Background: an optimization exercise with open tools, aiming at small area, a short achievable clock period and few clock cycles per item. Do not read the settings as production practice.
Function not checked in this run: the RTL went through the layout flow alone.
Power figures rest on the tool's default switching activity, not on a simulated workload.

==> design/flow/design.v <==
module wallace_multi (
    input clk,
    input rst,
    input [15:0] a,
    input [15:0] b,
    output reg [31:0] p,
    output reg done
);
    wire c225;
    wire c227;
    wire c229;
    wire c231;
    wire c233;
    wire c235;
    wire c237;
    wire c239;
    wire c243;
    wire c245;
    wire c247;
    wire c251;
    wire c253;
    wire c255;
    wire c257;
    wire c261;
    wire c263;
    wire c265;
    wire c270;
    wire c273;
    wire c275;
    wire c277;
    wire c279;
    wire c284;
    wire c286;
    wire c288;
    wire c290;
    wire c292;
    wire c297;
    wire c299;
    wire c301;
    wire c303;
    wire c305;
    wire c307;
    wire c312;
    wire c314;
    wire c316;
    wire c318;
    wire c320;
    wire c325;
    wire c329;
    wire c331;
    wire c333;
    wire c335;
    wire c337;
    wire c339;
    wire c344;
    wire c347;
    wire c349;
    wire c351;
    wire c353;
    wire c355;
    wire c357;
    wire c362;
    wire c365;
    wire c367;
    wire c369;
    wire c371;
    wire c373;
    wire c375;
    wire c380;
    wire c384;
    wire c386;
    wire c388;
    wire c390;
    wire c392;
    wire c394;
    wire c396;
    wire c401;
    wire c403;
    wire c405;
    wire c407;
    wire c409;
    wire c411;
    wire c413;
    wire c418;
    wire c421;
    wire c423;
    wire c425;
    wire c427;
    wire c429;
    wire c431;
    wire c436;
    wire c439;
    wire c441;
    wire c443;
    wire c445;
    wire c447;
    wire c452;
    wire c455;
    wire c457;
    wire c459;
    wire c461;
    wire c463;
    wire c468;
    wire c471;
    wire c473;
    wire c475;
    wire c477;
    wire c482;
    wire c485;
    wire c487;
    wire c489;
    wire c491;
    wire c496;
    wire c499;
    wire c501;
    wire c503;
    wire c505;
    wire c509;
    wire c511;
    wire c513;
    wire c515;
    wire c520;
    wire c522;
    wire c524;
    wire c529;
    wire c531;
    wire c533;
    wire c538;
    wire c540;
    wire c542;
    wire c544;
    wire c546;
    wire c548;
    wire c550;
    wire n1;
    wire n2;
    wire n3;
    wire n4;
    wire n5;
    wire n6;
    wire n7;
    wire n8;
    wire n9;
    wire n10;
    wire n11;
    wire n12;
    wire n13;
    wire n14;
    wire n15;
    wire n19;
    wire n22;
    wire n24;
    wire n26;
    wire n28;
    wire n30;
    wire n32;
    wire n34;
    wire n36;
    wire n38;
    wire n40;
    wire n42;
    wire n44;
    wire n46;
    wire n48;
    wire n50;
    wire n51;
    wire n52;
    wire n55;
    wire n57;
    wire n58;
    wire n59;
    wire n60;
    wire n61;
    wire n62;
    wire n63;
    wire n64;
    wire n65;
    wire n66;
    wire n67;
    wire n68;
    wire n69;
    wire n70;
    wire n71;
    wire n72;
    wire n73;
    wire n76;
    wire n78;
    wire n79;
    wire n80;
    wire n81;
    wire n82;
    wire n83;
    wire n84;
    wire n85;
    wire n86;
    wire n87;
    wire n88;
    wire n89;
    wire n90;
    wire n91;
    wire n92;
    wire n93;
    wire n94;
    wire n97;
    wire n99;
    wire n100;
    wire n101;
    wire n102;
    wire n103;
    wire n104;
    wire n105;
    wire n106;
    wire n107;
    wire n108;
    wire n109;
    wire n110;
    wire n111;
    wire n112;
    wire n113;
    wire n114;
    wire n115;
    wire n118;
    wire n120;
    wire n121;
    wire n122;
    wire n123;
    wire n124;
    wire n125;
    wire n126;
    wire n127;
    wire n128;
    wire n129;
    wire n130;
    wire n131;
    wire n132;
    wire n133;
    wire n134;
    wire n135;
    wire n136;
    wire n139;
    wire n141;
    wire n142;
    wire n143;
    wire n144;
    wire n145;
    wire n146;
    wire n147;
    wire n148;
    wire n149;
    wire n150;
    wire n151;
    wire n152;
    wire n153;
    wire n154;
    wire n155;
    wire n156;
    wire n157;
    wire n160;
    wire n162;
    wire n163;
    wire n164;
    wire n165;
    wire n166;
    wire n167;
    wire n168;
    wire n169;
    wire n170;
    wire n171;
    wire n172;
    wire n173;
    wire n174;
    wire n175;
    wire n176;
    wire n177;
    wire n178;
    wire n181;
    wire n183;
    wire n184;
    wire n185;
    wire n186;
    wire n187;
    wire n188;
    wire n189;
    wire n190;
    wire n191;
    wire n192;
    wire n193;
    wire n194;
    wire n195;
    wire n196;
    wire n197;
    wire n198;
    wire n199;
    wire n200;
    wire n201;
    wire n202;
    wire n203;
    wire n204;
    wire n205;
    wire n206;
    wire n207;
    wire n208;
    wire n209;
    wire n210;
    wire n211;
    wire n212;
    wire n213;
    wire n214;
    wire n215;
    wire n216;
    wire n217;
    wire n218;
    wire n219;
    wire n220;
    wire n221;
    wire n222;
    wire n223;
    wire n553;
    wire n554;
    wire n557;
    wire n558;
    wire n561;
    wire n562;
    wire n565;
    wire n566;
    wire n568;
    wire n569;
    wire n570;
    wire n571;
    wire n572;
    wire n573;
    wire n574;
    wire n575;
    wire n578;
    wire n579;
    wire n582;
    wire n583;
    wire n586;
    wire n587;
    wire n590;
    wire n591;
    wire n594;
    wire n595;
    wire n598;
    wire n599;
    wire n602;
    wire n603;
    wire n606;
    wire n607;
    wire n610;
    wire n611;
    wire n614;
    wire n615;
    wire n618;
    wire n619;
    wire n622;
    wire n623;
    wire n626;
    wire n627;
    wire n630;
    wire n631;
    wire n632;
    wire n633;
    wire n634;
    wire n635;
    wire n637;
    wire n638;
    wire n641;
    wire n642;
    wire n645;
    wire n646;
    wire n649;
    wire n650;
    wire n652;
    wire n653;
    wire n654;
    wire n655;
    wire n657;
    wire n658;
    wire n659;
    wire n660;
    wire n661;
    wire n662;
    wire n664;
    wire n665;
    wire n666;
    wire n668;
    wire n669;
    wire n670;
    wire n671;
    wire n672;
    wire n673;
    wire n674;
    wire n675;
    wire n676;
    wire n677;
    wire n678;
    wire n679;
    wire n680;
    wire n681;
    wire n682;
    wire n683;
    wire n684;
    wire n685;
    wire n686;
    wire n687;
    wire n688;
    wire n690;
    wire n692;
    wire n693;
    wire n694;
    wire n695;
    wire n696;
    wire n697;
    wire n698;
    wire n701;
    wire n702;
    wire n703;
    wire n704;
    wire n705;
    wire n706;
    wire n707;
    wire n708;
    wire n709;
    wire n710;
    wire n713;
    wire n714;
    wire n716;
    wire n718;
    wire n719;
    wire n720;
    wire n721;
    wire n722;
    wire n723;
    wire n724;
    wire n725;
    wire n726;
    wire n727;
    wire n728;
    wire n729;
    wire n730;
    wire n731;
    wire n732;
    wire n733;
    wire n734;
    wire n735;
    wire n736;
    wire n737;
    wire n738;
    wire n739;
    wire n740;
    wire n741;
    wire n742;
    wire n745;
    wire n746;
    wire n747;
    wire n748;
    wire n749;
    wire n750;
    wire n751;
    wire n752;
    wire n753;
    wire n754;
    wire n755;
    wire n756;
    wire n757;
    wire n758;
    wire n759;
    wire n760;
    wire n761;
    wire n762;
    wire n763;
    wire n764;
    wire n765;
    wire n766;
    wire n767;
    wire n768;
    wire n769;
    wire n770;
    wire n773;
    wire n774;
    wire n777;
    wire n778;
    wire n781;
    wire n782;
    wire n783;
    wire n784;
    wire n785;
    wire n786;
    wire n787;
    wire n788;
    wire n789;
    wire n790;
    wire n791;
    wire n792;
    wire n794;
    wire n795;
    wire n796;
    wire n797;
    wire n798;
    wire n799;
    wire n800;
    wire n801;
    wire n802;
    wire n803;
    wire n804;
    wire n805;
    wire n806;
    wire n807;
    wire n808;
    wire n809;
    wire n811;
    wire n812;
    wire n814;
    wire n815;
    wire n817;
    reg r16;
    reg r17;
    reg r18;
    reg r20;
    reg r21;
    reg r23;
    reg r25;
    reg r27;
    reg r29;
    reg r31;
    reg r33;
    reg r35;
    reg r37;
    reg r39;
    reg r41;
    reg r43;
    reg r45;
    reg r47;
    reg r49;
    reg r53;
    reg r54;
    reg r56;
    reg r74;
    reg r75;
    reg r77;
    reg r95;
    reg r96;
    reg r98;
    reg r116;
    reg r117;
    reg r119;
    reg r137;
    reg r138;
    reg r140;
    reg r158;
    reg r159;
    reg r161;
    reg r179;
    reg r180;
    reg r182;
    reg r240;
    reg r241;
    reg r248;
    reg r249;
    reg r258;
    reg r259;
    reg r266;
    reg r267;
    reg r268;
    reg r271;
    reg r280;
    reg r281;
    reg r282;
    reg r293;
    reg r294;
    reg r295;
    reg r308;
    reg r309;
    reg r310;
    reg r321;
    reg r322;
    reg r323;
    reg r326;
    reg r327;
    reg r340;
    reg r341;
    reg r342;
    reg r345;
    reg r358;
    reg r359;
    reg r360;
    reg r363;
    reg r376;
    reg r377;
    reg r378;
    reg r381;
    reg r382;
    reg r397;
    reg r398;
    reg r399;
    reg r414;
    reg r415;
    reg r416;
    reg r419;
    reg r432;
    reg r433;
    reg r434;
    reg r437;
    reg r448;
    reg r449;
    reg r450;
    reg r453;
    reg r464;
    reg r465;
    reg r466;
    reg r469;
    reg r478;
    reg r479;
    reg r480;
    reg r483;
    reg r492;
    reg r493;
    reg r494;
    reg r497;
    reg r506;
    reg r507;
    reg r516;
    reg r517;
    reg r518;
    reg r525;
    reg r526;
    reg r527;
    reg r534;
    reg r535;
    reg r536;
    reg r551;
    reg r552;
    reg r555;
    reg r556;
    reg r559;
    reg r560;
    reg r563;
    reg r564;
    reg r567;
    reg r576;
    reg r577;
    reg r580;
    reg r581;
    reg r584;
    reg r585;
    reg r588;
    reg r589;
    reg r592;
    reg r593;
    reg r596;
    reg r597;
    reg r600;
    reg r601;
    reg r604;
    reg r605;
    reg r608;
    reg r609;
    reg r612;
    reg r613;
    reg r616;
    reg r617;
    reg r620;
    reg r621;
    reg r624;
    reg r625;
    reg r628;
    reg r629;
    reg r636;
    reg r639;
    reg r640;
    reg r643;
    reg r644;
    reg r647;
    reg r648;
    reg r651;
    reg r656;
    reg r663;
    reg r667;
    reg r689;
    reg r691;
    reg r699;
    reg r700;
    reg r711;
    reg r712;
    reg r715;
    reg r717;
    reg r743;
    reg r744;
    reg r771;
    reg r772;
    reg r775;
    reg r776;
    reg r779;
    reg r780;
    reg r793;
    reg r810;
    reg r813;
    reg r816;
    reg r818;
    reg r819;
    reg r820;
    reg r821;
    reg r822;
    reg r823;
    reg r824;
    reg r825;
    reg r826;
    reg r827;
    reg r828;
    wire s224;
    wire s226;
    wire s228;
    wire s230;
    wire s232;
    wire s234;
    wire s236;
    wire s238;
    wire s242;
    wire s244;
    wire s246;
    wire s250;
    wire s252;
    wire s254;
    wire s256;
    wire s260;
    wire s262;
    wire s264;
    wire s269;
    wire s272;
    wire s274;
    wire s276;
    wire s278;
    wire s283;
    wire s285;
    wire s287;
    wire s289;
    wire s291;
    wire s296;
    wire s298;
    wire s300;
    wire s302;
    wire s304;
    wire s306;
    wire s311;
    wire s313;
    wire s315;
    wire s317;
    wire s319;
    wire s324;
    wire s328;
    wire s330;
    wire s332;
    wire s334;
    wire s336;
    wire s338;
    wire s343;
    wire s346;
    wire s348;
    wire s350;
    wire s352;
    wire s354;
    wire s356;
    wire s361;
    wire s364;
    wire s366;
    wire s368;
    wire s370;
    wire s372;
    wire s374;
    wire s379;
    wire s383;
    wire s385;
    wire s387;
    wire s389;
    wire s391;
    wire s393;
    wire s395;
    wire s400;
    wire s402;
    wire s404;
    wire s406;
    wire s408;
    wire s410;
    wire s412;
    wire s417;
    wire s420;
    wire s422;
    wire s424;
    wire s426;
    wire s428;
    wire s430;
    wire s435;
    wire s438;
    wire s440;
    wire s442;
    wire s444;
    wire s446;
    wire s451;
    wire s454;
    wire s456;
    wire s458;
    wire s460;
    wire s462;
    wire s467;
    wire s470;
    wire s472;
    wire s474;
    wire s476;
    wire s481;
    wire s484;
    wire s486;
    wire s488;
    wire s490;
    wire s495;
    wire s498;
    wire s500;
    wire s502;
    wire s504;
    wire s508;
    wire s510;
    wire s512;
    wire s514;
    wire s519;
    wire s521;
    wire s523;
    wire s528;
    wire s530;
    wire s532;
    wire s537;
    wire s539;
    wire s541;
    wire s543;
    wire s545;
    wire s547;
    wire s549;
    assign n1 = b[1] & ~b[0];
    assign n2 = b[2] ^ b[1];
    assign n3 = (b[3] & ~b[2] & ~b[1]) | (~b[3] & b[2] & b[1]);
    assign n4 = b[4] ^ b[3];
    assign n5 = (b[5] & ~b[4] & ~b[3]) | (~b[5] & b[4] & b[3]);
    assign n6 = b[6] ^ b[5];
    assign n7 = (b[7] & ~b[6] & ~b[5]) | (~b[7] & b[6] & b[5]);
    assign n8 = b[8] ^ b[7];
    assign n9 = (b[9] & ~b[8] & ~b[7]) | (~b[9] & b[8] & b[7]);
    assign n10 = b[10] ^ b[9];
    assign n11 = (b[11] & ~b[10] & ~b[9]) | (~b[11] & b[10] & b[9]);
    assign n12 = b[12] ^ b[11];
    assign n13 = (b[13] & ~b[12] & ~b[11]) | (~b[13] & b[12] & b[11]);
    assign n14 = b[14] ^ b[13];
    assign n15 = (b[15] & ~b[14] & ~b[13]) | (~b[15] & b[14] & b[13]);
    always @(posedge clk) begin
        r16 <= b[0];
        r17 <= a[0];
        r18 <= b[1];
        r20 <= a[1];
        r21 <= n1;
        r23 <= a[2];
        r25 <= a[3];
        r27 <= a[4];
        r29 <= a[5];
        r31 <= a[6];
        r33 <= a[7];
        r35 <= a[8];
        r37 <= a[9];
        r39 <= a[10];
        r41 <= a[11];
        r43 <= a[12];
        r45 <= a[13];
        r47 <= a[14];
        r49 <= a[15];
        r53 <= n2;
        r54 <= b[3];
        r56 <= n3;
        r74 <= n4;
        r75 <= b[5];
        r77 <= n5;
        r95 <= n6;
        r96 <= b[7];
        r98 <= n7;
        r116 <= n8;
        r117 <= b[9];
        r119 <= n9;
        r137 <= n10;
        r138 <= b[11];
        r140 <= n11;
        r158 <= n12;
        r159 <= b[13];
        r161 <= n13;
        r179 <= n14;
        r180 <= b[15];
        r182 <= n15;
    end
    assign n19 = (r16 & r17) ^ r18;
    mbs un22 (.one(r16), .a1(r20), .two(r21), .a0(r17), .neg(r18), .x(n22));
    mbs un24 (.one(r16), .a1(r23), .two(r21), .a0(r20), .neg(r18), .x(n24));
    mbs un26 (.one(r16), .a1(r25), .two(r21), .a0(r23), .neg(r18), .x(n26));
    mbs un28 (.one(r16), .a1(r27), .two(r21), .a0(r25), .neg(r18), .x(n28));
    mbs un30 (.one(r16), .a1(r29), .two(r21), .a0(r27), .neg(r18), .x(n30));
    mbs un32 (.one(r16), .a1(r31), .two(r21), .a0(r29), .neg(r18), .x(n32));
    mbs un34 (.one(r16), .a1(r33), .two(r21), .a0(r31), .neg(r18), .x(n34));
    mbs un36 (.one(r16), .a1(r35), .two(r21), .a0(r33), .neg(r18), .x(n36));
    mbs un38 (.one(r16), .a1(r37), .two(r21), .a0(r35), .neg(r18), .x(n38));
    mbs un40 (.one(r16), .a1(r39), .two(r21), .a0(r37), .neg(r18), .x(n40));
    mbs un42 (.one(r16), .a1(r41), .two(r21), .a0(r39), .neg(r18), .x(n42));
    mbs un44 (.one(r16), .a1(r43), .two(r21), .a0(r41), .neg(r18), .x(n44));
    mbs un46 (.one(r16), .a1(r45), .two(r21), .a0(r43), .neg(r18), .x(n46));
    mbs un48 (.one(r16), .a1(r47), .two(r21), .a0(r45), .neg(r18), .x(n48));
    mbs un50 (.one(r16), .a1(r49), .two(r21), .a0(r47), .neg(r18), .x(n50));
    assign n51 = (r21 & r49) ^ r18;
    assign n52 = ~r18;
    assign n55 = (r53 & r17) ^ r54;
    mbs un57 (.one(r53), .a1(r20), .two(r56), .a0(r17), .neg(r54), .x(n57));
    mbs un58 (.one(r53), .a1(r23), .two(r56), .a0(r20), .neg(r54), .x(n58));
    mbs un59 (.one(r53), .a1(r25), .two(r56), .a0(r23), .neg(r54), .x(n59));
    mbs un60 (.one(r53), .a1(r27), .two(r56), .a0(r25), .neg(r54), .x(n60));
    mbs un61 (.one(r53), .a1(r29), .two(r56), .a0(r27), .neg(r54), .x(n61));
    mbs un62 (.one(r53), .a1(r31), .two(r56), .a0(r29), .neg(r54), .x(n62));
    mbs un63 (.one(r53), .a1(r33), .two(r56), .a0(r31), .neg(r54), .x(n63));
    mbs un64 (.one(r53), .a1(r35), .two(r56), .a0(r33), .neg(r54), .x(n64));
    mbs un65 (.one(r53), .a1(r37), .two(r56), .a0(r35), .neg(r54), .x(n65));
    mbs un66 (.one(r53), .a1(r39), .two(r56), .a0(r37), .neg(r54), .x(n66));
    mbs un67 (.one(r53), .a1(r41), .two(r56), .a0(r39), .neg(r54), .x(n67));
    mbs un68 (.one(r53), .a1(r43), .two(r56), .a0(r41), .neg(r54), .x(n68));
    mbs un69 (.one(r53), .a1(r45), .two(r56), .a0(r43), .neg(r54), .x(n69));
    mbs un70 (.one(r53), .a1(r47), .two(r56), .a0(r45), .neg(r54), .x(n70));
    mbs un71 (.one(r53), .a1(r49), .two(r56), .a0(r47), .neg(r54), .x(n71));
    assign n72 = (r56 & r49) ^ r54;
    assign n73 = ~r54;
    assign n76 = (r74 & r17) ^ r75;
    mbs un78 (.one(r74), .a1(r20), .two(r77), .a0(r17), .neg(r75), .x(n78));
    mbs un79 (.one(r74), .a1(r23), .two(r77), .a0(r20), .neg(r75), .x(n79));
    mbs un80 (.one(r74), .a1(r25), .two(r77), .a0(r23), .neg(r75), .x(n80));
    mbs un81 (.one(r74), .a1(r27), .two(r77), .a0(r25), .neg(r75), .x(n81));
    mbs un82 (.one(r74), .a1(r29), .two(r77), .a0(r27), .neg(r75), .x(n82));
    mbs un83 (.one(r74), .a1(r31), .two(r77), .a0(r29), .neg(r75), .x(n83));
    mbs un84 (.one(r74), .a1(r33), .two(r77), .a0(r31), .neg(r75), .x(n84));
    mbs un85 (.one(r74), .a1(r35), .two(r77), .a0(r33), .neg(r75), .x(n85));
    mbs un86 (.one(r74), .a1(r37), .two(r77), .a0(r35), .neg(r75), .x(n86));
    mbs un87 (.one(r74), .a1(r39), .two(r77), .a0(r37), .neg(r75), .x(n87));
    mbs un88 (.one(r74), .a1(r41), .two(r77), .a0(r39), .neg(r75), .x(n88));
    mbs un89 (.one(r74), .a1(r43), .two(r77), .a0(r41), .neg(r75), .x(n89));
    mbs un90 (.one(r74), .a1(r45), .two(r77), .a0(r43), .neg(r75), .x(n90));
    mbs un91 (.one(r74), .a1(r47), .two(r77), .a0(r45), .neg(r75), .x(n91));
    mbs un92 (.one(r74), .a1(r49), .two(r77), .a0(r47), .neg(r75), .x(n92));
    assign n93 = (r77 & r49) ^ r75;
    assign n94 = ~r75;
    assign n97 = (r95 & r17) ^ r96;
    mbs un99 (.one(r95), .a1(r20), .two(r98), .a0(r17), .neg(r96), .x(n99));
    mbs un100 (.one(r95), .a1(r23), .two(r98), .a0(r20), .neg(r96), .x(n100));
    mbs un101 (.one(r95), .a1(r25), .two(r98), .a0(r23), .neg(r96), .x(n101));
    mbs un102 (.one(r95), .a1(r27), .two(r98), .a0(r25), .neg(r96), .x(n102));
    mbs un103 (.one(r95), .a1(r29), .two(r98), .a0(r27), .neg(r96), .x(n103));
    mbs un104 (.one(r95), .a1(r31), .two(r98), .a0(r29), .neg(r96), .x(n104));
    mbs un105 (.one(r95), .a1(r33), .two(r98), .a0(r31), .neg(r96), .x(n105));
    mbs un106 (.one(r95), .a1(r35), .two(r98), .a0(r33), .neg(r96), .x(n106));
    mbs un107 (.one(r95), .a1(r37), .two(r98), .a0(r35), .neg(r96), .x(n107));
    mbs un108 (.one(r95), .a1(r39), .two(r98), .a0(r37), .neg(r96), .x(n108));
    mbs un109 (.one(r95), .a1(r41), .two(r98), .a0(r39), .neg(r96), .x(n109));
    mbs un110 (.one(r95), .a1(r43), .two(r98), .a0(r41), .neg(r96), .x(n110));
    mbs un111 (.one(r95), .a1(r45), .two(r98), .a0(r43), .neg(r96), .x(n111));
    mbs un112 (.one(r95), .a1(r47), .two(r98), .a0(r45), .neg(r96), .x(n112));
    mbs un113 (.one(r95), .a1(r49), .two(r98), .a0(r47), .neg(r96), .x(n113));
    assign n114 = (r98 & r49) ^ r96;
    assign n115 = ~r96;
    assign n118 = (r116 & r17) ^ r117;
    mbs un120 (.one(r116), .a1(r20), .two(r119), .a0(r17), .neg(r117), .x(n120));
    mbs un121 (.one(r116), .a1(r23), .two(r119), .a0(r20), .neg(r117), .x(n121));
    mbs un122 (.one(r116), .a1(r25), .two(r119), .a0(r23), .neg(r117), .x(n122));
    mbs un123 (.one(r116), .a1(r27), .two(r119), .a0(r25), .neg(r117), .x(n123));
    mbs un124 (.one(r116), .a1(r29), .two(r119), .a0(r27), .neg(r117), .x(n124));
    mbs un125 (.one(r116), .a1(r31), .two(r119), .a0(r29), .neg(r117), .x(n125));
    mbs un126 (.one(r116), .a1(r33), .two(r119), .a0(r31), .neg(r117), .x(n126));
    mbs un127 (.one(r116), .a1(r35), .two(r119), .a0(r33), .neg(r117), .x(n127));
    mbs un128 (.one(r116), .a1(r37), .two(r119), .a0(r35), .neg(r117), .x(n128));
    mbs un129 (.one(r116), .a1(r39), .two(r119), .a0(r37), .neg(r117), .x(n129));
    mbs un130 (.one(r116), .a1(r41), .two(r119), .a0(r39), .neg(r117), .x(n130));
    mbs un131 (.one(r116), .a1(r43), .two(r119), .a0(r41), .neg(r117), .x(n131));
    mbs un132 (.one(r116), .a1(r45), .two(r119), .a0(r43), .neg(r117), .x(n132));
    mbs un133 (.one(r116), .a1(r47), .two(r119), .a0(r45), .neg(r117), .x(n133));
    mbs un134 (.one(r116), .a1(r49), .two(r119), .a0(r47), .neg(r117), .x(n134));
    assign n135 = (r119 & r49) ^ r117;
    assign n136 = ~r117;
    assign n139 = (r137 & r17) ^ r138;
    mbs un141 (.one(r137), .a1(r20), .two(r140), .a0(r17), .neg(r138), .x(n141));
    mbs un142 (.one(r137), .a1(r23), .two(r140), .a0(r20), .neg(r138), .x(n142));
    mbs un143 (.one(r137), .a1(r25), .two(r140), .a0(r23), .neg(r138), .x(n143));
    mbs un144 (.one(r137), .a1(r27), .two(r140), .a0(r25), .neg(r138), .x(n144));
    mbs un145 (.one(r137), .a1(r29), .two(r140), .a0(r27), .neg(r138), .x(n145));
    mbs un146 (.one(r137), .a1(r31), .two(r140), .a0(r29), .neg(r138), .x(n146));
    mbs un147 (.one(r137), .a1(r33), .two(r140), .a0(r31), .neg(r138), .x(n147));
    mbs un148 (.one(r137), .a1(r35), .two(r140), .a0(r33), .neg(r138), .x(n148));
    mbs un149 (.one(r137), .a1(r37), .two(r140), .a0(r35), .neg(r138), .x(n149));
    mbs un150 (.one(r137), .a1(r39), .two(r140), .a0(r37), .neg(r138), .x(n150));
    mbs un151 (.one(r137), .a1(r41), .two(r140), .a0(r39), .neg(r138), .x(n151));
    mbs un152 (.one(r137), .a1(r43), .two(r140), .a0(r41), .neg(r138), .x(n152));
    mbs un153 (.one(r137), .a1(r45), .two(r140), .a0(r43), .neg(r138), .x(n153));
    mbs un154 (.one(r137), .a1(r47), .two(r140), .a0(r45), .neg(r138), .x(n154));
    mbs un155 (.one(r137), .a1(r49), .two(r140), .a0(r47), .neg(r138), .x(n155));
    assign n156 = (r140 & r49) ^ r138;
    assign n157 = ~r138;
    assign n160 = (r158 & r17) ^ r159;
    mbs un162 (.one(r158), .a1(r20), .two(r161), .a0(r17), .neg(r159), .x(n162));
    mbs un163 (.one(r158), .a1(r23), .two(r161), .a0(r20), .neg(r159), .x(n163));
    mbs un164 (.one(r158), .a1(r25), .two(r161), .a0(r23), .neg(r159), .x(n164));
    mbs un165 (.one(r158), .a1(r27), .two(r161), .a0(r25), .neg(r159), .x(n165));
    mbs un166 (.one(r158), .a1(r29), .two(r161), .a0(r27), .neg(r159), .x(n166));
    mbs un167 (.one(r158), .a1(r31), .two(r161), .a0(r29), .neg(r159), .x(n167));
    mbs un168 (.one(r158), .a1(r33), .two(r161), .a0(r31), .neg(r159), .x(n168));
    mbs un169 (.one(r158), .a1(r35), .two(r161), .a0(r33), .neg(r159), .x(n169));
    mbs un170 (.one(r158), .a1(r37), .two(r161), .a0(r35), .neg(r159), .x(n170));
    mbs un171 (.one(r158), .a1(r39), .two(r161), .a0(r37), .neg(r159), .x(n171));
    mbs un172 (.one(r158), .a1(r41), .two(r161), .a0(r39), .neg(r159), .x(n172));
    mbs un173 (.one(r158), .a1(r43), .two(r161), .a0(r41), .neg(r159), .x(n173));
    mbs un174 (.one(r158), .a1(r45), .two(r161), .a0(r43), .neg(r159), .x(n174));
    mbs un175 (.one(r158), .a1(r47), .two(r161), .a0(r45), .neg(r159), .x(n175));
    mbs un176 (.one(r158), .a1(r49), .two(r161), .a0(r47), .neg(r159), .x(n176));
    assign n177 = (r161 & r49) ^ r159;
    assign n178 = ~r159;
    assign n181 = (r179 & r17) ^ r180;
    mbs un183 (.one(r179), .a1(r20), .two(r182), .a0(r17), .neg(r180), .x(n183));
    mbs un184 (.one(r179), .a1(r23), .two(r182), .a0(r20), .neg(r180), .x(n184));
    mbs un185 (.one(r179), .a1(r25), .two(r182), .a0(r23), .neg(r180), .x(n185));
    mbs un186 (.one(r179), .a1(r27), .two(r182), .a0(r25), .neg(r180), .x(n186));
    mbs un187 (.one(r179), .a1(r29), .two(r182), .a0(r27), .neg(r180), .x(n187));
    mbs un188 (.one(r179), .a1(r31), .two(r182), .a0(r29), .neg(r180), .x(n188));
    mbs un189 (.one(r179), .a1(r33), .two(r182), .a0(r31), .neg(r180), .x(n189));
    mbs un190 (.one(r179), .a1(r35), .two(r182), .a0(r33), .neg(r180), .x(n190));
    mbs un191 (.one(r179), .a1(r37), .two(r182), .a0(r35), .neg(r180), .x(n191));
    mbs un192 (.one(r179), .a1(r39), .two(r182), .a0(r37), .neg(r180), .x(n192));
    mbs un193 (.one(r179), .a1(r41), .two(r182), .a0(r39), .neg(r180), .x(n193));
    mbs un194 (.one(r179), .a1(r43), .two(r182), .a0(r41), .neg(r180), .x(n194));
    mbs un195 (.one(r179), .a1(r45), .two(r182), .a0(r43), .neg(r180), .x(n195));
    mbs un196 (.one(r179), .a1(r47), .two(r182), .a0(r45), .neg(r180), .x(n196));
    mbs un197 (.one(r179), .a1(r49), .two(r182), .a0(r47), .neg(r180), .x(n197));
    assign n198 = (r182 & r49) ^ r180;
    assign n199 = ~r180;
    assign n200 = r180 & r17;
    assign n201 = r180 & r20;
    assign n202 = r180 & r23;
    assign n203 = r180 & r25;
    assign n204 = r180 & r27;
    assign n205 = r180 & r29;
    assign n206 = r180 & r31;
    assign n207 = r180 & r33;
    assign n208 = r180 & r35;
    assign n209 = r180 & r37;
    assign n210 = r180 & r39;
    assign n211 = r180 & r41;
    assign n212 = r180 & r43;
    assign n213 = r180 & r45;
    assign n214 = r180 & r47;
    assign n215 = r180 & r49;
    assign n216 = ~n201;
    assign n217 = ~n201;
    assign n218 = ~n204;
    assign n219 = ~n206;
    assign n220 = ~n208;
    assign n221 = ~n210;
    assign n222 = ~n212;
    assign n223 = ~n214;
    mha us224 (.a(r54), .b(n24), .s(s224), .co(c225));
    mha us226 (.a(n26), .b(n57), .s(s226), .co(c227));
    mfa us228 (.a(r75), .b(n28), .c(n58), .s(s228), .co(c229));
    mha us230 (.a(n76), .b(c227), .s(s230), .co(c231));
    mfa us232 (.a(n30), .b(n59), .c(n78), .s(s232), .co(c233));
    mfa us234 (.a(c229), .b(s232), .c(c231), .s(s234), .co(c235));
    mfa us236 (.a(r96), .b(n32), .c(n60), .s(s236), .co(c237));
    mfa us238 (.a(n79), .b(n97), .c(c233), .s(s238), .co(c239));
    mfa us244 (.a(n34), .b(n61), .c(n80), .s(s244), .co(c245));
    mfa us246 (.a(n99), .b(c237), .c(s244), .s(s246), .co(c247));
    mfa us252 (.a(r117), .b(n36), .c(n62), .s(s252), .co(c253));
    mfa us254 (.a(n81), .b(n100), .c(n118), .s(s254), .co(c255));
    mfa us256 (.a(c245), .b(s252), .c(s254), .s(s256), .co(c257));
    mfa us262 (.a(n38), .b(n63), .c(n82), .s(s262), .co(c263));
    mfa us264 (.a(n101), .b(n120), .c(c253), .s(s264), .co(c265));
    mfa us274 (.a(r138), .b(n40), .c(n64), .s(s274), .co(c275));
    mfa us276 (.a(n83), .b(n102), .c(n121), .s(s276), .co(c277));
    mfa us278 (.a(n139), .b(c263), .c(s274), .s(s278), .co(c279));
    mfa us287 (.a(n42), .b(n65), .c(n84), .s(s287), .co(c288));
    mfa us289 (.a(n103), .b(n122), .c(n141), .s(s289), .co(c290));
    mfa us291 (.a(c275), .b(c277), .c(s287), .s(s291), .co(c292));
    mfa us300 (.a(r159), .b(n44), .c(n66), .s(s300), .co(c301));
    mfa us302 (.a(n85), .b(n104), .c(n123), .s(s302), .co(c303));
    mfa us304 (.a(n142), .b(n160), .c(c288), .s(s304), .co(c305));
    mfa us306 (.a(c290), .b(s300), .c(s302), .s(s306), .co(c307));
    mfa us315 (.a(n46), .b(n67), .c(n86), .s(s315), .co(c316));
    mfa us317 (.a(n105), .b(n124), .c(n143), .s(s317), .co(c318));
    mfa us319 (.a(n162), .b(c301), .c(c303), .s(s319), .co(c320));
    mfa us332 (.a(r180), .b(n48), .c(n68), .s(s332), .co(c333));
    mfa us334 (.a(n87), .b(n106), .c(n125), .s(s334), .co(c335));
    mfa us336 (.a(n144), .b(n163), .c(n181), .s(s336), .co(c337));
    mfa us338 (.a(c316), .b(c318), .c(s332), .s(s338), .co(c339));
    mfa us350 (.a(n50), .b(n69), .c(n88), .s(s350), .co(c351));
    mfa us352 (.a(n107), .b(n126), .c(n145), .s(s352), .co(c353));
    mfa us354 (.a(n164), .b(n183), .c(c333), .s(s354), .co(c355));
    mfa us356 (.a(c335), .b(c337), .c(s350), .s(s356), .co(c357));
    mfa us368 (.a(n200), .b(n51), .c(n70), .s(s368), .co(c369));
    mfa us370 (.a(n89), .b(n108), .c(n127), .s(s370), .co(c371));
    mfa us372 (.a(n146), .b(n165), .c(n184), .s(s372), .co(c373));
    mfa us374 (.a(c351), .b(c353), .c(s368), .s(s374), .co(c375));
    mfa us387 (.a(n52), .b(n216), .c(n71), .s(s387), .co(c388));
    mfa us389 (.a(n90), .b(n109), .c(n128), .s(s389), .co(c390));
    mfa us391 (.a(n147), .b(n166), .c(n185), .s(s391), .co(c392));
    mfa us393 (.a(c369), .b(c371), .c(c373), .s(s393), .co(c394));
    mfa us395 (.a(s387), .b(s389), .c(s391), .s(s395), .co(c396));
    mfa us404 (.a(n202), .b(n217), .c(n72), .s(s404), .co(c405));
    mfa us406 (.a(n91), .b(n110), .c(n129), .s(s406), .co(c407));
    mfa us408 (.a(n148), .b(n167), .c(n186), .s(s408), .co(c409));
    mfa us410 (.a(c388), .b(c390), .c(c392), .s(s410), .co(c411));
    mfa us412 (.a(s404), .b(s406), .c(s408), .s(s412), .co(c413));
    mfa us422 (.a(n73), .b(n203), .c(n201), .s(s422), .co(c423));
    mfa us424 (.a(n92), .b(n111), .c(n130), .s(s424), .co(c425));
    mfa us426 (.a(n149), .b(n168), .c(n187), .s(s426), .co(c427));
    mfa us428 (.a(s422), .b(c405), .c(c407), .s(s428), .co(c429));
    mfa us430 (.a(c409), .b(s424), .c(s426), .s(s430), .co(c431));
    mfa us440 (.a(n218), .b(n93), .c(n112), .s(s440), .co(c441));
    mfa us442 (.a(n131), .b(n150), .c(n169), .s(s442), .co(c443));
    mfa us444 (.a(n188), .b(c423), .c(c425), .s(s444), .co(c445));
    mfa us446 (.a(c427), .b(s440), .c(s442), .s(s446), .co(c447));
    mfa us456 (.a(n94), .b(n205), .c(n204), .s(s456), .co(c457));
    mfa us458 (.a(n113), .b(n132), .c(n151), .s(s458), .co(c459));
    mfa us460 (.a(n170), .b(n189), .c(s456), .s(s460), .co(c461));
    mfa us462 (.a(c441), .b(c443), .c(s458), .s(s462), .co(c463));
    mfa us472 (.a(n219), .b(n114), .c(n133), .s(s472), .co(c473));
    mfa us474 (.a(n152), .b(n171), .c(n190), .s(s474), .co(c475));
    mfa us476 (.a(c457), .b(c459), .c(s472), .s(s476), .co(c477));
    mfa us486 (.a(n115), .b(n207), .c(n206), .s(s486), .co(c487));
    mfa us488 (.a(n134), .b(n153), .c(n172), .s(s488), .co(c489));
    mfa us490 (.a(n191), .b(s486), .c(c473), .s(s490), .co(c491));
    mfa us500 (.a(n220), .b(n135), .c(n154), .s(s500), .co(c501));
    mfa us502 (.a(n173), .b(n192), .c(c487), .s(s502), .co(c503));
    mfa us504 (.a(c489), .b(s500), .c(s502), .s(s504), .co(c505));
    mfa us510 (.a(n136), .b(n209), .c(n208), .s(s510), .co(c511));
    mfa us512 (.a(n155), .b(n174), .c(n193), .s(s512), .co(c513));
    mfa us514 (.a(s510), .b(c501), .c(s512), .s(s514), .co(c515));
    mfa us521 (.a(n221), .b(n156), .c(n175), .s(s521), .co(c522));
    mfa us523 (.a(n194), .b(c511), .c(c513), .s(s523), .co(c524));
    mfa us530 (.a(n157), .b(n211), .c(n210), .s(s530), .co(c531));
    mfa us532 (.a(n176), .b(n195), .c(s530), .s(s532), .co(c533));
    mfa us539 (.a(n222), .b(n177), .c(n196), .s(s539), .co(c540));
    mfa us541 (.a(c531), .b(s539), .c(c533), .s(s541), .co(c542));
    mfa us543 (.a(n178), .b(n213), .c(n212), .s(s543), .co(c544));
    mfa us545 (.a(n197), .b(s543), .c(c540), .s(s545), .co(c546));
    mfa us547 (.a(n223), .b(n198), .c(c544), .s(s547), .co(c548));
    mfa us549 (.a(n199), .b(n215), .c(n214), .s(s549), .co(c550));
    always @(posedge clk) begin
        r240 <= s236;
        r241 <= s238;
        r248 <= c239;
        r249 <= s246;
        r258 <= c247;
        r259 <= s256;
        r266 <= c255;
        r267 <= s262;
        r268 <= c257;
        r271 <= s264;
        r280 <= s276;
        r281 <= c265;
        r282 <= s278;
        r293 <= s289;
        r294 <= c279;
        r295 <= s291;
        r308 <= c292;
        r309 <= s304;
        r310 <= s306;
        r321 <= s315;
        r322 <= s317;
        r323 <= c305;
        r326 <= c307;
        r327 <= s319;
        r340 <= s334;
        r341 <= s336;
        r342 <= c320;
        r345 <= s338;
        r358 <= s352;
        r359 <= c339;
        r360 <= s354;
        r363 <= s356;
        r376 <= s370;
        r377 <= s372;
        r378 <= c355;
        r381 <= c357;
        r382 <= s374;
        r397 <= c375;
        r398 <= s393;
        r399 <= s395;
        r414 <= c394;
        r415 <= c396;
        r416 <= s410;
        r419 <= s412;
        r432 <= c411;
        r433 <= c413;
        r434 <= s428;
        r437 <= s430;
        r448 <= c429;
        r449 <= c431;
        r450 <= s444;
        r453 <= s446;
        r464 <= s460;
        r465 <= c445;
        r466 <= c447;
        r469 <= s462;
        r478 <= s474;
        r479 <= c461;
        r480 <= c463;
        r483 <= s476;
        r492 <= c475;
        r493 <= s488;
        r494 <= c477;
        r497 <= s490;
        r506 <= c491;
        r507 <= s504;
        r516 <= c503;
        r517 <= s514;
        r518 <= c505;
        r525 <= s521;
        r526 <= c515;
        r527 <= s523;
        r534 <= c522;
        r535 <= s532;
        r536 <= c524;
        r551 <= n19;
        r552 <= r18;
        r555 <= n55;
        r556 <= s224;
        r559 <= c225;
        r560 <= s226;
        r563 <= s228;
        r564 <= s230;
        r567 <= c235;
        r636 <= s541;
        r639 <= c542;
        r640 <= s545;
        r643 <= c546;
        r644 <= s547;
        r647 <= c548;
        r648 <= s549;
        r651 <= n22;
        r656 <= s234;
    end
    mha us242 (.a(r240), .b(r241), .s(s242), .co(c243));
    mha us250 (.a(r248), .b(r249), .s(s250), .co(c251));
    mha us260 (.a(r258), .b(r259), .s(s260), .co(c261));
    mfa us269 (.a(r266), .b(r267), .c(r268), .s(s269), .co(c270));
    mha us272 (.a(r271), .b(c261), .s(s272), .co(c273));
    mfa us283 (.a(r280), .b(r281), .c(r282), .s(s283), .co(c284));
    mfa us285 (.a(c270), .b(s283), .c(c273), .s(s285), .co(c286));
    mfa us296 (.a(r293), .b(r294), .c(r295), .s(s296), .co(c297));
    mha us298 (.a(c284), .b(s296), .s(s298), .co(c299));
    mfa us311 (.a(r308), .b(r309), .c(r310), .s(s311), .co(c312));
    mha us313 (.a(c297), .b(s311), .s(s313), .co(c314));
    mfa us324 (.a(r321), .b(r322), .c(r323), .s(s324), .co(c325));
    mfa us328 (.a(r326), .b(r327), .c(c312), .s(s328), .co(c329));
    mha us330 (.a(s324), .b(c314), .s(s330), .co(c331));
    mfa us343 (.a(r340), .b(r341), .c(r342), .s(s343), .co(c344));
    mfa us346 (.a(r345), .b(c325), .c(s343), .s(s346), .co(c347));
    mfa us348 (.a(c329), .b(s346), .c(c331), .s(s348), .co(c349));
    mfa us361 (.a(r358), .b(r359), .c(r360), .s(s361), .co(c362));
    mfa us364 (.a(r363), .b(c344), .c(s361), .s(s364), .co(c365));
    mha us366 (.a(c347), .b(s364), .s(s366), .co(c367));
    mfa us379 (.a(r376), .b(r377), .c(r378), .s(s379), .co(c380));
    mfa us383 (.a(r381), .b(r382), .c(c362), .s(s383), .co(c384));
    mfa us385 (.a(s379), .b(c365), .c(s383), .s(s385), .co(c386));
    mfa us400 (.a(r397), .b(r398), .c(r399), .s(s400), .co(c401));
    mfa us402 (.a(c380), .b(s400), .c(c384), .s(s402), .co(c403));
    mfa us417 (.a(r414), .b(r415), .c(r416), .s(s417), .co(c418));
    mfa us420 (.a(r419), .b(c401), .c(s417), .s(s420), .co(c421));
    mfa us435 (.a(r432), .b(r433), .c(r434), .s(s435), .co(c436));
    mfa us438 (.a(r437), .b(c418), .c(s435), .s(s438), .co(c439));
    mfa us451 (.a(r448), .b(r449), .c(r450), .s(s451), .co(c452));
    mfa us454 (.a(r453), .b(c436), .c(s451), .s(s454), .co(c455));
    mfa us467 (.a(r464), .b(r465), .c(r466), .s(s467), .co(c468));
    mfa us470 (.a(r469), .b(c452), .c(s467), .s(s470), .co(c471));
    mfa us481 (.a(r478), .b(r479), .c(r480), .s(s481), .co(c482));
    mfa us484 (.a(r483), .b(c468), .c(s481), .s(s484), .co(c485));
    mfa us495 (.a(r492), .b(r493), .c(r494), .s(s495), .co(c496));
    mfa us498 (.a(r497), .b(c482), .c(s495), .s(s498), .co(c499));
    mfa us508 (.a(r506), .b(r507), .c(c496), .s(s508), .co(c509));
    mfa us519 (.a(r516), .b(r517), .c(r518), .s(s519), .co(c520));
    mfa us528 (.a(r525), .b(r526), .c(r527), .s(s528), .co(c529));
    mfa us537 (.a(r534), .b(r535), .c(r536), .s(s537), .co(c538));
    assign n553 = r551 & r552;
    assign n554 = r551 ^ r552;
    assign n557 = r555 & r556;
    assign n558 = r555 ^ r556;
    assign n561 = r559 & r560;
    assign n562 = r559 ^ r560;
    assign n565 = r563 & r564;
    assign n566 = r563 ^ r564;
    assign n568 = r567 & s242;
    assign n569 = r567 ^ s242;
    assign n570 = c243 & s250;
    assign n571 = c243 ^ s250;
    assign n572 = c251 & s260;
    assign n573 = c251 ^ s260;
    assign n574 = s269 & s272;
    assign n575 = s269 ^ s272;
    assign n632 = c520 & s528;
    assign n633 = c520 ^ s528;
    assign n634 = c529 & s537;
    assign n635 = c529 ^ s537;
    assign n637 = c538 & r636;
    assign n638 = c538 ^ r636;
    assign n641 = r639 & r640;
    assign n642 = r639 ^ r640;
    assign n645 = r643 & r644;
    assign n646 = r643 ^ r644;
    assign n649 = r647 & r648;
    assign n650 = r647 ^ r648;
    assign n652 = r651 & n553;
    assign n653 = r651 & n554;
    assign n654 = n561 | (n562 & n557);
    assign n655 = n562 & n558;
    assign n657 = r656 & n565;
    assign n658 = r656 & n566;
    assign n659 = n570 | (n571 & n568);
    assign n660 = n571 & n569;
    assign n661 = n574 | (n575 & n572);
    assign n662 = n575 & n573;
    assign n679 = n634 | (n635 & n632);
    assign n680 = n635 & n633;
    assign n681 = n641 | (n642 & n637);
    assign n682 = n642 & n638;
    assign n683 = n649 | (n650 & n645);
    assign n684 = n650 & n646;
    assign n685 = n654 | (n655 & n652);
    assign n686 = n655 & n653;
    assign n687 = n659 | (n660 & n657);
    assign n688 = n660 & n658;
    assign n703 = n683 | (n684 & n681);
    assign n704 = n684 & n682;
    assign n705 = n687 | (n688 & n685);
    assign n706 = n688 & n686;
    assign n731 = n657 | (n658 & n685);
    assign n732 = n658 & n686;
    assign n733 = n661 | (n662 & n705);
    assign n734 = n662 & n706;
    assign n747 = n557 | (n558 & n652);
    assign n748 = n558 & n653;
    assign n749 = n565 | (n566 & n685);
    assign n750 = n566 & n686;
    assign n751 = n568 | (n569 & n731);
    assign n752 = n569 & n732;
    assign n753 = n572 | (n573 & n705);
    assign n754 = n573 & n706;
    assign n755 = s285 & n733;
    assign n756 = s285 & n734;
    assign n783 = r651 ^ n553;
    assign n784 = n558 ^ n652;
    assign n785 = n562 ^ n747;
    assign n786 = n566 ^ n685;
    assign n787 = r656 ^ n749;
    assign n788 = n569 ^ n731;
    assign n789 = n571 ^ n751;
    assign n790 = n573 ^ n705;
    assign n791 = n575 ^ n753;
    assign n792 = s285 ^ n733;
    always @(posedge clk) begin
        r576 <= c286;
        r577 <= s298;
        r580 <= c299;
        r581 <= s313;
        r584 <= s328;
        r585 <= s330;
        r588 <= c349;
        r589 <= s366;
        r592 <= c367;
        r593 <= s385;
        r596 <= c386;
        r597 <= s402;
        r600 <= c403;
        r601 <= s420;
        r604 <= c421;
        r605 <= s438;
        r608 <= c439;
        r609 <= s454;
        r612 <= c455;
        r613 <= s470;
        r616 <= c471;
        r617 <= s484;
        r620 <= c485;
        r621 <= s498;
        r624 <= c499;
        r625 <= s508;
        r628 <= c509;
        r629 <= s519;
        r663 <= s285;
        r667 <= s348;
        r689 <= n661;
        r691 <= n662;
        r699 <= n679;
        r700 <= n680;
        r711 <= n703;
        r712 <= n704;
        r715 <= n705;
        r717 <= n706;
        r743 <= n681;
        r744 <= n682;
        r771 <= n632;
        r772 <= n633;
        r775 <= n637;
        r776 <= n638;
        r779 <= n645;
        r780 <= n646;
        r793 <= n755;
        r810 <= n635;
        r813 <= n642;
        r816 <= n650;
        r818 <= n554;
        r819 <= n783;
        r820 <= n784;
        r821 <= n785;
        r822 <= n786;
        r823 <= n787;
        r824 <= n788;
        r825 <= n789;
        r826 <= n790;
        r827 <= n791;
        r828 <= n792;
    end
    assign n578 = r576 & r577;
    assign n579 = r576 ^ r577;
    assign n582 = r580 & r581;
    assign n583 = r580 ^ r581;
    assign n586 = r584 & r585;
    assign n587 = r584 ^ r585;
    assign n590 = r588 & r589;
    assign n591 = r588 ^ r589;
    assign n594 = r592 & r593;
    assign n595 = r592 ^ r593;
    assign n598 = r596 & r597;
    assign n599 = r596 ^ r597;
    assign n602 = r600 & r601;
    assign n603 = r600 ^ r601;
    assign n606 = r604 & r605;
    assign n607 = r604 ^ r605;
    assign n610 = r608 & r609;
    assign n611 = r608 ^ r609;
    assign n614 = r612 & r613;
    assign n615 = r612 ^ r613;
    assign n618 = r616 & r617;
    assign n619 = r616 ^ r617;
    assign n622 = r620 & r621;
    assign n623 = r620 ^ r621;
    assign n626 = r624 & r625;
    assign n627 = r624 ^ r625;
    assign n630 = r628 & r629;
    assign n631 = r628 ^ r629;
    assign n664 = n579 & r663;
    assign n665 = n586 | (n587 & n582);
    assign n666 = n587 & n583;
    assign n668 = n591 & r667;
    assign n669 = n598 | (n599 & n594);
    assign n670 = n599 & n595;
    assign n671 = n606 | (n607 & n602);
    assign n672 = n607 & n603;
    assign n673 = n614 | (n615 & n610);
    assign n674 = n615 & n611;
    assign n675 = n622 | (n623 & n618);
    assign n676 = n623 & n619;
    assign n677 = n630 | (n631 & n626);
    assign n678 = n631 & n627;
    assign n690 = n578 | (n664 & r689);
    assign n692 = n664 & r691;
    assign n693 = n590 | (n668 & n665);
    assign n694 = n668 & n666;
    assign n695 = n671 | (n672 & n669);
    assign n696 = n672 & n670;
    assign n697 = n675 | (n676 & n673);
    assign n698 = n676 & n674;
    assign n701 = r699 | (r700 & n677);
    assign n702 = r700 & n678;
    assign n707 = n693 | (n694 & n690);
    assign n708 = n694 & n692;
    assign n709 = n697 | (n698 & n695);
    assign n710 = n698 & n696;
    assign n713 = r711 | (r712 & n701);
    assign n714 = r712 & n702;
    assign n716 = n707 | (n708 & r715);
    assign n718 = n708 & r717;
    assign n719 = n713 | (n714 & n709);
    assign n720 = n714 & n710;
    assign n721 = n719 | (n720 & n716);
    assign n722 = n720 & n718;
    assign n723 = n709 | (n710 & n716);
    assign n724 = n710 & n718;
    assign n725 = n690 | (n692 & r715);
    assign n726 = n692 & r717;
    assign n727 = n695 | (n696 & n716);
    assign n728 = n696 & n718;
    assign n729 = n701 | (n702 & n723);
    assign n730 = n702 & n724;
    assign n735 = n665 | (n666 & n725);
    assign n736 = n666 & n726;
    assign n737 = n669 | (n670 & n716);
    assign n738 = n670 & n718;
    assign n739 = n673 | (n674 & n727);
    assign n740 = n674 & n728;
    assign n741 = n677 | (n678 & n723);
    assign n742 = n678 & n724;
    assign n745 = r743 | (r744 & n729);
    assign n746 = r744 & n730;
    assign n757 = n582 | (n583 & n725);
    assign n758 = n583 & n726;
    assign n759 = r667 & n735;
    assign n760 = r667 & n736;
    assign n761 = n594 | (n595 & n716);
    assign n762 = n595 & n718;
    assign n763 = n602 | (n603 & n737);
    assign n764 = n603 & n738;
    assign n765 = n610 | (n611 & n727);
    assign n766 = n611 & n728;
    assign n767 = n618 | (n619 & n739);
    assign n768 = n619 & n740;
    assign n769 = n626 | (n627 & n723);
    assign n770 = n627 & n724;
    assign n773 = r771 | (r772 & n741);
    assign n774 = r772 & n742;
    assign n777 = r775 | (r776 & n729);
    assign n778 = r776 & n730;
    assign n781 = r779 | (r780 & n745);
    assign n782 = r780 & n746;
    assign n794 = n579 ^ r793;
    assign n795 = n583 ^ n725;
    assign n796 = n587 ^ n757;
    assign n797 = r667 ^ n735;
    assign n798 = n591 ^ n759;
    assign n799 = n595 ^ n716;
    assign n800 = n599 ^ n761;
    assign n801 = n603 ^ n737;
    assign n802 = n607 ^ n763;
    assign n803 = n611 ^ n727;
    assign n804 = n615 ^ n765;
    assign n805 = n619 ^ n739;
    assign n806 = n623 ^ n767;
    assign n807 = n627 ^ n723;
    assign n808 = n631 ^ n769;
    assign n809 = r772 ^ n741;
    assign n811 = r810 ^ n773;
    assign n812 = r776 ^ n729;
    assign n814 = r813 ^ n777;
    assign n815 = r780 ^ n745;
    assign n817 = r816 ^ n781;
    always @(posedge clk) p <= {n817, n815, n814, n812, n811, n809, n808, n807, n806, n805, n804, n803, n802, n801, n800, n799, n798, n797, n796, n795, n794, r828, r827, r826, r825, r824, r823, r822, r821, r820, r819, r818};
    reg [2:0] v;
    always @(posedge clk or negedge rst) begin
        if (!rst) begin
            v <= 3'b0;
            done <= 1'b0;
        end else begin
            v <= {v[1:0], 1'b1};
            done <= v[2];
        end
    end
endmodule
module mfa (input a, input b, input c, output s, output co);
    assign s = a ^ b ^ c;
    assign co = (a & b) | (a & c) | (b & c);
endmodule
module mha (input a, input b, output s, output co);
    assign s = a ^ b;
    assign co = a & b;
endmodule
module mbs (input one, input a1, input two, input a0, input neg, output x);
    wire m;
    ma22o u0 (.a(one), .b(a1), .c(two), .d(a0), .y(m));
    mxor u1 (.a(m), .b(neg), .y(x));
endmodule
module ma22o (input a, input b, input c, input d, output y);
    assign y = (a & b) | (c & d);
endmodule
module mxor (input a, input b, output y);
    assign y = a ^ b;
endmodule
==> design/flow/flow/run.sh <==
#!/bin/bash
set -euo pipefail
export BUFFER_PORTS_ARGS="-buffer_cell sky130_fd_sc_hd__buf_1"
bash standard.sh finish > orfs_make.log 2>&1
==> design/flow/standard.sh <==
#!/bin/bash
# synth_recipe.tcl (not shown) runs the flow's synth.tcl, then flattens the netlist and writes it again
# the make line also repeats each setting of config.mk as NAME=value (left out here)
make -C /OpenROAD-flow-scripts/flow DESIGN_CONFIG=/design/flow/config.mk WORK_HOME=/design/flow/orfs CLKGATE_MAP_FILE= SYNTH_SCRIPT=/design/flow/synth_recipe.tcl "${@:-finish}"
==> design/flow/config.mk <==
export PLATFORM = sky130hd
export DESIGN_NAME = wallace_multi
export DESIGN_NICKNAME = wallace_multi
export VERILOG_FILES = /design/flow/design.v
export SDC_FILE = /design/flow/constraint.sdc
export NUM_CORES = 4
export LEC_CHECK = 0
export CAP_MARGIN = 20
export CORE_MARGIN = 2
export CORE_UTILIZATION = 40
export CTS_BUF_LIST = sky130_fd_sc_hd__clkbuf_8
export CTS_CLUSTER_DIAMETER = 80
export CTS_CLUSTER_SIZE = 16
export SETUP_SLACK_MARGIN = 1.9
export SLEW_MARGIN = 20
export SYNTH_HIERARCHICAL = 1
==> design/flow/constraint.sdc <==
create_clock -name core_clock -period 4.0 [get_ports {clk}]
set_input_delay 0.8000 -clock core_clock [delete_from_list [all_inputs] [get_ports {clk}]]
set_output_delay 0.8000 -clock core_clock [all_outputs]
set_load 0.01 [all_outputs]
==> metrics.md <==
| Metric | Value |
|---|---|
| Status | finished clean |
| Netlist cell types | 36 |
| Largest registers | p: 32 flops, v: 3 flops |
| Core area | 26800 µm² |
| Max VDD drop | 0.000419 V |
| Area fraction of the dominant cell type after synthesis | 41.2% |
| Global-route wire length before repair | 37800 µm |
| Final Critical Period | 2.20 ns |
| Critical path required time | 4.45 ns |
| # setup viols final | 0 |
| Fmax | 0.454 GHz |
| I/O pins | 67 |
| Synth area leader | dfxtp_1 |
| Cts hold-fix bufs | 0 |
| Antenna-violating nets left | 0 |
| Pin count of the biggest net entering global routing | 20 |
| Hold Violations, Final | 0 |
| Share of layout cells above drive strength 1 | 14.3% |
| Worst Hold Class | in -> async |
| Vias in the first global route | 6847 |
| Reg2Reg Depth | 8 |
| Critical Path AT | 2.65 ns |
| # rows | 60 |
| Max Fanout on Critical Path | 4 |
| N_diodes | 0 |
| First-pass DRT Iterations | 4 |
| Total congestion overflow | 0 |
| Syn nets | 1020 |
| Layout area overhead | 15.2% |
| Clock Sinks | 227 |
| Yosys warning total | 7 |
| Post-DP HPWL | 15600 µm |
| Max FFs per register | 32 |
| Initial antenna violation count | 0 |
| Endpoint class of the critical path | flop |
| Clock transition at path regs | 0.10 ns |
| DR vias/cell | 5.03 |
| Reg2reg setup slack | 1.80 ns |
| Die ar. | 28400 µm² |
| RSZ-0062 raised after global routing | true |
| Final wirelength | 23000 µm |
| Crit path launch | r585 |
| Synth top area cells | dfxtp_1 41%, fa_1 23%, xor2_1 11%, a22o_1 9.7%, ha_1 5.1% |
| Post-Syn Area per Cell | 13.3 µm² |
| Count of pins over their slew limit | 0 |
| PortBufs | 66 |
| CP Launch Type | flop |
| Chip Height | 169 µm |
| Die X | 169 µm |
| R2R Path Start | r585 |
| Final critical-path share of the clock period | 55.1% |
| Layout net count | 1132 |
| Largest register by flop count | p |
| Aggregate global-route resource usage | 16.8% |
| WS Path Type | reg -> reg |
| Core Util, Final | 46.6% |
| Post-route setup TNS | 0 ns |
| WHS | 0.0704 ns |
| CTS tree | built |
| Number of remaining DRC errors | 0 |
| RR Endpoint | p[24] |
| Clock latency on the worst-skew pair | 0.55 ns |
| Worst Clk Skew | 0.0261 ns |
| Asr flop ratio synth | 1.76% |
| H-Tree Depth | 1 |
| DR iter-0 viols | 373 |
| Post-synth EDFFs | 0 |
| Top FF cell, synth | dfxtp_1 |
| TritonCTS buffer count | 19 |
| Synthesized area | 10800 µm² |
| Max cap viols | 0 |
| Final Wtd Congestion | 0.799 |
| DR vias | 6422 |
| WL/cell | 18.0 µm |
| #FFs+latches synth | 227 |
| Synthesized instance count | 817 |
| Root Driver | clkbuf_8 |
| Clk buf depth | 3 |
| PwrDens | 694 nW/µm² |
| Effective utilization at floorplan | 40.4% |
| Post-synthesis sequential area ratio | 42.1% |
| Pleak | 5.25 nW |
-- power breakdown --
part	internal (mW)	switching [mW]	total, mW
combinational	1.76	1.77	3.53
clock	0.599	0.766	1.36
sequential	3.23	0.539	3.77
total	5.59	3.07	8.66
-- layout by cell type, fill, tap and decap left out, types with 2 or more instances in the layout --
cell        Yosys  final
o21bai_1        2      2
ha_4            0      8
ha_1           44     36
buf_6           0      2
fa_2            0      6
clkbuf_8        0     20
o21ai_0        10      9
nor2_1          4      3
dfrtp_1         4      4
nand2_1        30     28
dfxtp_2         0     14
dfxtp_4         0     33
bufinv_16       0      2
clkinvlp_4      0      3
buf_4           0     24
a22o_1        120    120
and2_1         13     13
xnor2_1        22     21
nand2_4         0      2
dfxtp_1       223    176
a21oi_1         8      7
fa_1          125    119
nand2b_1        7      7
a21o_1          9      9
inv_1          29     29
nand4_1         2      2
buf_1           0     66
nand3b_1        7      7
xor2_1        137    137
-- what timing repair did --
action / 4_1_cts / 5_1_grt
buffers inserted: 12 / 15
setup endpoints to repair: 77 / 40
pin swaps: 9 / 9
resized for setup: 62 / 40
-- worst max-delay path, cell delays in order (launching register included) --
cell,delay [ns]
dfxtp_2,0.34
ha_4,0.28
and4_4,0.23
and3_4,0.18
a2bb2oi_4,0.07
o31a_4,0.34
buf_6,0.14
fa_2,0.51
inv_1,0.03
-- routing by layer --
layer	share of wire (%)	up-vias	track usage, %
li1	-	2999	-
met1	45	3179	23.0
met2	46	203	27.5
met3	6.5	41	3.20
met4	2.5	0	4.16
met5	0	-	0
-- cells by family after synthesis --
logic type / Yosys count / synth area share [%]
flops: 227 / 42.1
fa+ha+maj: 169 / 28.2
compound gates: 161 / 12.5
xor+xnor: 159 / 12.8
simple gates: 67 / 3.17
buf+inv: 33 / 1.14
other cells: 1 / 0.0346
-- Yosys stat by module (local to each module, per instance), a selection --
| module | cells inside | copies in the design | cell area [µm²] |
|---|---|---|---|
| mfa | 1 | 115 | 20.0 |
| mxor | 1 | 120 | 8.76 |
| wallace_multi | 451 | 1 | 6300 |
| mha | 1 | 11 | 12.5 |
| ma22o | 1 | 120 | 8.76 |
-- worst max-delay path by stage --
| stage | endpoint | slack [ns] | cells past startpoint |
|---|---|---|---|
| 6_report | p[24] | 1.80 | 8 |
| 5_1_grt | p[24] | 1.74 | 8 |
| 4_1_cts | p[24] | 1.72 | 8 |
| 2_1_floorplan | r636 | 1.72 | 7 |
| 3_5_place_dp | r636 | 1.58 | 5 |
| 3_3_place_gp | r399 | 1.58 | 4 |
-- cells in the mapped netlist (2+ instances only) --
cell / instances
a21o_1: 9
a21oi_1: 8
a22o_1: 120
and2_1: 13
clkbuf_1: 4
dfrtp_1: 4
dfxtp_1: 223
fa_1: 125
ha_1: 44
inv_1: 29
nand2_1: 30
nand2b_1: 7
nand3b_1: 7
nand4_1: 2
nor2_1: 4
o21ai_0: 10
o21bai_1: 2
xnor2_1: 22
xor2_1: 137
-- metrics by stage --
stage          power (mW)  worst slack (ns)  instances  instance area, µm²
2_1_floorplan        6.00              1.72        817               10900
3_3_place_gp         6.99              1.58       1222               11500
3_5_place_dp         7.07              1.58       1222               11500
4_1_cts              8.69              1.72       1261               12200
5_1_grt              9.55              1.74       1276               12500
6_report             8.66              1.80       1276               12500
-- area by class of cell --
cell class	count	area, µm²
fill	2407	14300
clock inverter	7	97.6
clock buffer	20	275
sequential	227	4710
tap	341	427
multi-input combinational	557	6360
inverter	29	109
timing repair buffer	95	505

## afterwards: timing with drivers on the ports
How much do the figures lean on ideal ports? The routed layout below was timed once more, with nothing changed but the port constraints.
Step 1: set_driving_cell puts a clkbuf_16 on clk and a buf_2 on each other input, an assumption about the parent block.
Step 2, shift: input delay + t, output delay - t, t = (earliest + latest rising clock arrival at the registers) / 2. This alone moves slack from input paths to output paths.
Three values: ideal ports, drivers, drivers and shift; two values: the first two.
t, ns: 0.583
slack for setup (ns): 1.795 / 1.795 / 1.795
clock arrival spread, ns: 0.026 / 0.026
After both steps this run still meets setup and hold. For this run, drivers alone change the setup slack by 0.000 ns; drivers and shift together by 0.000 ns.
